Context: an optimization exercise on an open-source flow, tuned for small area. The choices shown serve that exercise and are no tape-out recipe.
In this exercise RTL edits were held to simulation tests only and were not proved equivalent to the original.
No driver is modelled on the clock port, so clock power and skew are understated where the tree is cut down; a real chip needs a root buffer or a tree.
Power is estimated from default activity; no workload was simulated.

rev 12:
==> flow/design.v (excerpt) <==
module cla64_reg(
	input	wire		clk,
	input	wire	[63:0]	A,
	input	wire	[63:0]	B,
	input	wire		Cin,
	output	reg	[63:0]	S,
	output	reg		Cout
);
	wire	[64:0]	sum;
	reg	[64:0]	sum_r;
Carry_Look_Ahead_64bit u_add(.A(A), .B(B), .Cin(Cin), .S(sum[63:0]), .Cout(sum[64]));
always @(posedge clk) begin
	sum_r <= sum;
	{Cout, S} <= sum_r;
end
endmodule
Size: about 480 cells after synthesis.
clock: 3.0 ns
lec_check: 0
abc_clock_period_in_ps: 3000
cap_margin: 20
core_margin: 2
core_utilization: 60
gpl_timing_driven: 1
slew_margin: 20
synth_hierarchical: 1
synth_minimum_keep_size: 0
standard.sh (not shown) runs the stock make flow with config.mk's settings and CLKGATE_MAP_FILE= SYNTH_SCRIPT=/design/flow/synth_recipe.tcl, a recipe that flattens the netlist after the stock synthesis.
==> flow/flow/run.sh <==
#!/bin/bash
# Standard ORFS layout (the standard.sh) with changes that only affect
# how the layout is built:
#  - after floorplanning, every combinational cell is swapped for the
#    smallest cell of its family (downsize.tcl); the flow's timing repair
#    then sizes up only the cells that need it,
#  - port buffers use the smallest buffer cell,
#  - the clock tree is a balanced two-level tree of small clock buffers
#    (mycts.tcl, through ORFS's PRE_CTS_TCL hook) instead of TritonCTS's,
#  - after global routing, cells on paths with slack are downsized
#    (ORFS's power recovery step).
set -euo pipefail
here=$(pwd)
export BUFFER_PORTS_ARGS="-buffer_cell sky130_fd_sc_hd__buf_1"
export PRE_CTS_TCL=$here/flow/cts_hook.tcl
export MYCTS_DIR=$here/flow
export MYCTS_NX=3 MYCTS_NY=4
export MYCTS_LEAF=sky130_fd_sc_hd__clkbuf_4 MYCTS_ROOT=sky130_fd_sc_hd__clkbuf_4
export RECOVER_POWER=100
bash standard.sh floorplan > flow_make_floorplan.log 2>&1
res=$here/orfs/results/$FLOW_PLATFORM/cla64_reg/base
cp $res/2_floorplan.odb $res/2_floorplan_synth_sizes.odb
ODB_IN=$res/2_floorplan_synth_sizes.odb ODB_OUT=$res/2_floorplan.odb \
  openroad -no_init -exit flow/downsize.tcl > downsize.log 2>&1
bash standard.sh > flow_make.log 2>&1
Other scripts of this flow, unchanged in this note and not shown: flow/flow/cts_hook.tcl, flow/flow/downsize.tcl, flow/flow/mycts.tcl
No stage failed in rev 12, and the final checks on the layout all came back clean.
The following lists how rev 13 was set up differently from rev 12:
- GPL_TIMING_DRIVEN now 0, was 1
## What came out
Rev 13 closes out successfully: all stages finished, all timing, DRC and antenna checks passed. Rev 12: PASS, flow complete, no timing, DRC or antenna violations. Rev 12 → rev 13: total power lower, placer congestion estimate lower, total area of multi-input combinational cells higher, sequential share of layout area higher. Between rev 12 and rev 13, total routed wire length on the met1 layer decreased. Worst endpoint data arrival time for rev 13: 0.03 ns up relative to rev 12. Going from rev 12 to rev 13, combinational power decreased by 6.8% relative to the old numbers; data required time at the worst endpoint up 0.04 ns. Period utilization (higher): rev 12. Against rev 12, rev 13 comes in 0.021 ns higher on smallest setup slack after layout.
No run of this note takes its clock network from TritonCTS; it comes from the design's own scripts or RTL.


Setup of run 1:
Starting RTL as in the previous note.
// cla64_reg
module cla64_reg(
	input	wire		clk,
	input	wire	[63:0]	A,
	input	wire	[63:0]	B,
	input	wire		Cin,
	output	reg	[63:0]	S,
	output	reg		Cout
);
	wire	[64:0]	sum;
	reg	[64:0]	sum_r;
Carry_Look_Ahead_64bit u_add(.A(A), .B(B), .Cin(Cin), .S(sum[63:0]), .Cout(sum[64]));
always @(posedge clk) begin
	sum_r <= sum;
	{Cout, S} <= sum_r;
end
endmodule
export LEC_CHECK = 0
export ABC_CLOCK_PERIOD_IN_PS = 3000
export CAP_MARGIN = 20
export CORE_MARGIN = 2
export CORE_UTILIZATION = 60
export GPL_TIMING_DRIVEN = 0
export SLEW_MARGIN = 20
export SYNTH_HIERARCHICAL = 1
export SYNTH_MINIMUM_KEEP_SIZE = 0
create_clock -name core_clock -period 3.0 [get_ports {clk}]
==> flow/flow/run.sh <==
#!/bin/bash
# Standard ORFS layout (the standard.sh) with changes that only affect
# how the layout is built:
#  - after floorplanning, every combinational cell is swapped for the
#    smallest cell of its family (downsize.tcl); the flow's timing repair
#    then sizes up only the cells that need it,
#  - port buffers use the smallest buffer cell,
#  - the clock tree uses small clock buffers and no dummy loads,
#  - after global routing, cells on paths with slack are downsized
#    (ORFS's power recovery step).
set -euo pipefail
export BUFFER_PORTS_ARGS="-buffer_cell sky130_fd_sc_hd__buf_1"
export CTS_ARGS="-sink_clustering_enable -repair_clock_nets -buf_list {sky130_fd_sc_hd__clkbuf_2 sky130_fd_sc_hd__clkbuf_4 sky130_fd_sc_hd__clkbuf_8} -dont_use_dummy_load"
export RECOVER_POWER=100
here=$(pwd)
bash standard.sh floorplan > flow_make_floorplan.log 2>&1
res=$here/orfs/results/$FLOW_PLATFORM/cla64_reg/base
cp $res/2_floorplan.odb $res/2_floorplan_synth_sizes.odb
ODB_IN=$res/2_floorplan_synth_sizes.odb ODB_OUT=$res/2_floorplan.odb \
  openroad -no_init -exit flow/downsize.tcl > downsize.log 2>&1
bash standard.sh > flow_make.log 2>&1
==> flow/flow/downsize.tcl <==
# Swap every combinational cell of the synthesized netlist for the smallest
# cell of its family (same function, lower drive strength), so that later
# timing repair sizes up only the cells that need it.
# usage: openroad -exit downsize.tcl   (env ODB_IN, ODB_OUT)
read_db $::env(ODB_IN)
set db [ord::get_db]
set block [ord::get_db_block]
array set best {}
foreach lib [$db getLibs] {
  foreach m [$lib getMasters] {
    set n [$m getName]
    if {![regexp {^(sky130_fd_sc_hd__[a-z0-9]+)_([0-9]+)$} $n -> base drive]} { continue }
    set a [expr {[$m getWidth] * [$m getHeight]}]
    if {![info exists best($base)] || $a < [lindex $best($base) 1]} {
      set best($base) [list $m $a]
    }
  }
}
set n 0
foreach inst [$block getInsts] {
  set m [$inst getMaster]
  set name [$m getName]
  if {![regexp {^(sky130_fd_sc_hd__[a-z0-9]+)_([0-9]+)$} $name -> base drive]} { continue }
  if {[string match "*df*" $base] || [string match "*clk*" $base] || [string match "*tap*" $base]} { continue }
  set a [expr {[$m getWidth] * [$m getHeight]}]
  set b $best($base)
  if {[lindex $b 1] < $a} {
    $inst swapMaster [lindex $b 0]
    incr n
  }
}
puts "downsize: swapped $n instances"
write_db $::env(ODB_OUT)
Input-level comparison between run 2 and run 1:
--- a/flow/flow/run.sh
+++ b/flow/flow/run.sh
@@ -12,3 +12,3 @@
 export BUFFER_PORTS_ARGS="-buffer_cell sky130_fd_sc_hd__buf_1"
-export CTS_ARGS="-sink_clustering_enable -repair_clock_nets -buf_list {sky130_fd_sc_hd__clkbuf_2 sky130_fd_sc_hd__clkbuf_4 sky130_fd_sc_hd__clkbuf_8} -dont_use_dummy_load"
+export CTS_ARGS="-sink_clustering_enable -repair_clock_nets -buf_list sky130_fd_sc_hd__clkbuf_16 -sink_clustering_size 60 -sink_clustering_max_diameter 300 -dont_use_dummy_load"
 export RECOVER_POWER=100
Notes after the runs:
- Row final critical path time including I/O delays and setup: run 2 higher / run 1 lower
- Between run 2 and run 1, first-pass GRT wire length is higher for run 2, run 1 comes in under that.
- Layout overhead on the synthesized area: run 2 vs run 1 up 3.9 points
diff inputs: run 2 => run 3
==> flow/flow/run.sh <==
#!/bin/bash
# Standard ORFS layout (the standard.sh) with three changes that only
# affect how the layout is built:
#  - port buffers use the smallest buffer cell,
#  - the clock tree uses small clock buffers and no dummy loads,
#  - after global routing, cells on paths with slack are downsized
#    (ORFS's power recovery step).
set -euo pipefail
export BUFFER_PORTS_ARGS="-buffer_cell sky130_fd_sc_hd__buf_1"
export CTS_ARGS="-sink_clustering_enable -repair_clock_nets -buf_list sky130_fd_sc_hd__clkbuf_4 -dont_use_dummy_load"
export RECOVER_POWER=100
bash standard.sh > flow_make.log 2>&1
removed: flow/flow/downsize.tcl
Findings:
Compare run 3 and run 2 | cell area reported after detailed placement higher: run 3. Synthesis-to-layout area growth for run 3: 4.7 points down relative to run 2. Fmax: run 3 above run 2. Vias: run 3 below run 2. Overall global routing resource usage: run 3 vs run 2 down 1.0 points. Looking at total wire length, run 3 sits about 5.4% lower than run 2 does. Run 3 -> run 2: deepest clock path buffer count delta 0, exact match. Reported for run 3 and run 2, adder and majority cell fraction of the synthesized area turned out identical to the last digit. Run 3 vs run 2 — number of nets in the layout dropped slightly. Global-route wire length before repair (run 3 over run 2): decrease, 640 µm.
Here is what was changed in the inputs of run 4 compared with run 3.
--- a/flow/flow/run.sh
+++ b/flow/flow/run.sh
@@ -9,3 +9,3 @@
 export BUFFER_PORTS_ARGS="-buffer_cell sky130_fd_sc_hd__buf_1"
-export CTS_ARGS="-sink_clustering_enable -repair_clock_nets -buf_list sky130_fd_sc_hd__clkbuf_4 -dont_use_dummy_load"
+export CTS_ARGS="-sink_clustering_enable -repair_clock_nets -buf_list sky130_fd_sc_hd__clkbuf_4 -sink_clustering_size 16 -dont_use_dummy_load"
 export RECOVER_POWER=100
Notes after the runs:
- Between run 3 and run 4, the met3 layer usage reported by global route figures differ only marginally.
- Pin slew with the least headroom to its limit of run 4 is on par with run 3.
- As far as design area goes, run 4 and run 3 are indistinguishable; the numbers are identical.
- Diff run 3..run 4 | final clock period utilization by the worst path | unchanged
- Tap cell instance count: run 3 vs run 4 identical
- Cell count after synthesis of run 3 is on par with run 4.
- Tightest hold margin: run 4 vs run 3 identical
- Run 4 against run 3: overall power after layout has remained practically unchanged, first-pass GRT wire length comparable.
- [compare] base=run 3 new=run 4: worst reg-to-reg path cell count essentially unchanged; remaining antenna violation count after routing held.

re-timing with driven ports:
How much do the figures lean on ideal ports? The routed layouts below were timed once more, with nothing changed but the port constraints. Step 1 (the two cells are an assumption about what drives the block):
set clk [get_ports {clk}]
set_driving_cell -lib_cell sky130_fd_sc_hd__clkbuf_16 $clk
set_driving_cell -lib_cell sky130_fd_sc_hd__buf_2 [delete_from_list [all_inputs] $clk]
Step 2 moves the port delays by t, midway between the first and last clock arrival at a register: inputs arrive t later, outputs are due t later. That takes back most of the time a late clock gives input paths. a / b / c = no drivers / after step 1 / after step 2; a / b = the first two.
run	shift t [ns]	slack for setup (ns)	worst hold slack (ns)	clock arrival spread, ns	pins driven straight from the clock port
rev 12	0.504	0.214 / 0.225 / -0.278	0.329 / 0.329 / 0.329	0.017 / 0.017	1
rev 13	0.504	0.236 / 0.237 / -0.267	0.332 / 0.332 / 0.332	0.016 / 0.016	1
run 1	0.436	0.171 / 0.173 / -0.263	0.310 / 0.310 / 0.310	0.025 / 0.026	1
run 2	0.420	0.127 / 0.141 / -0.280	0.313 / 0.313 / 0.313	0.019 / 0.019	1
run 3	0.495	0.259 / 0.263 / -0.233	0.311 / 0.311 / 0.311	0.040 / 0.041	1
run 4	0.495	0.259 / 0.263 / -0.233	0.311 / 0.311 / 0.311	0.040 / 0.041	1
Met with ideal ports but missed after step 2: setup timing in every run listed. The setup slack of rev 13, which loses most, moves by +0.001 ns with the drivers and by -0.503 ns with both steps.
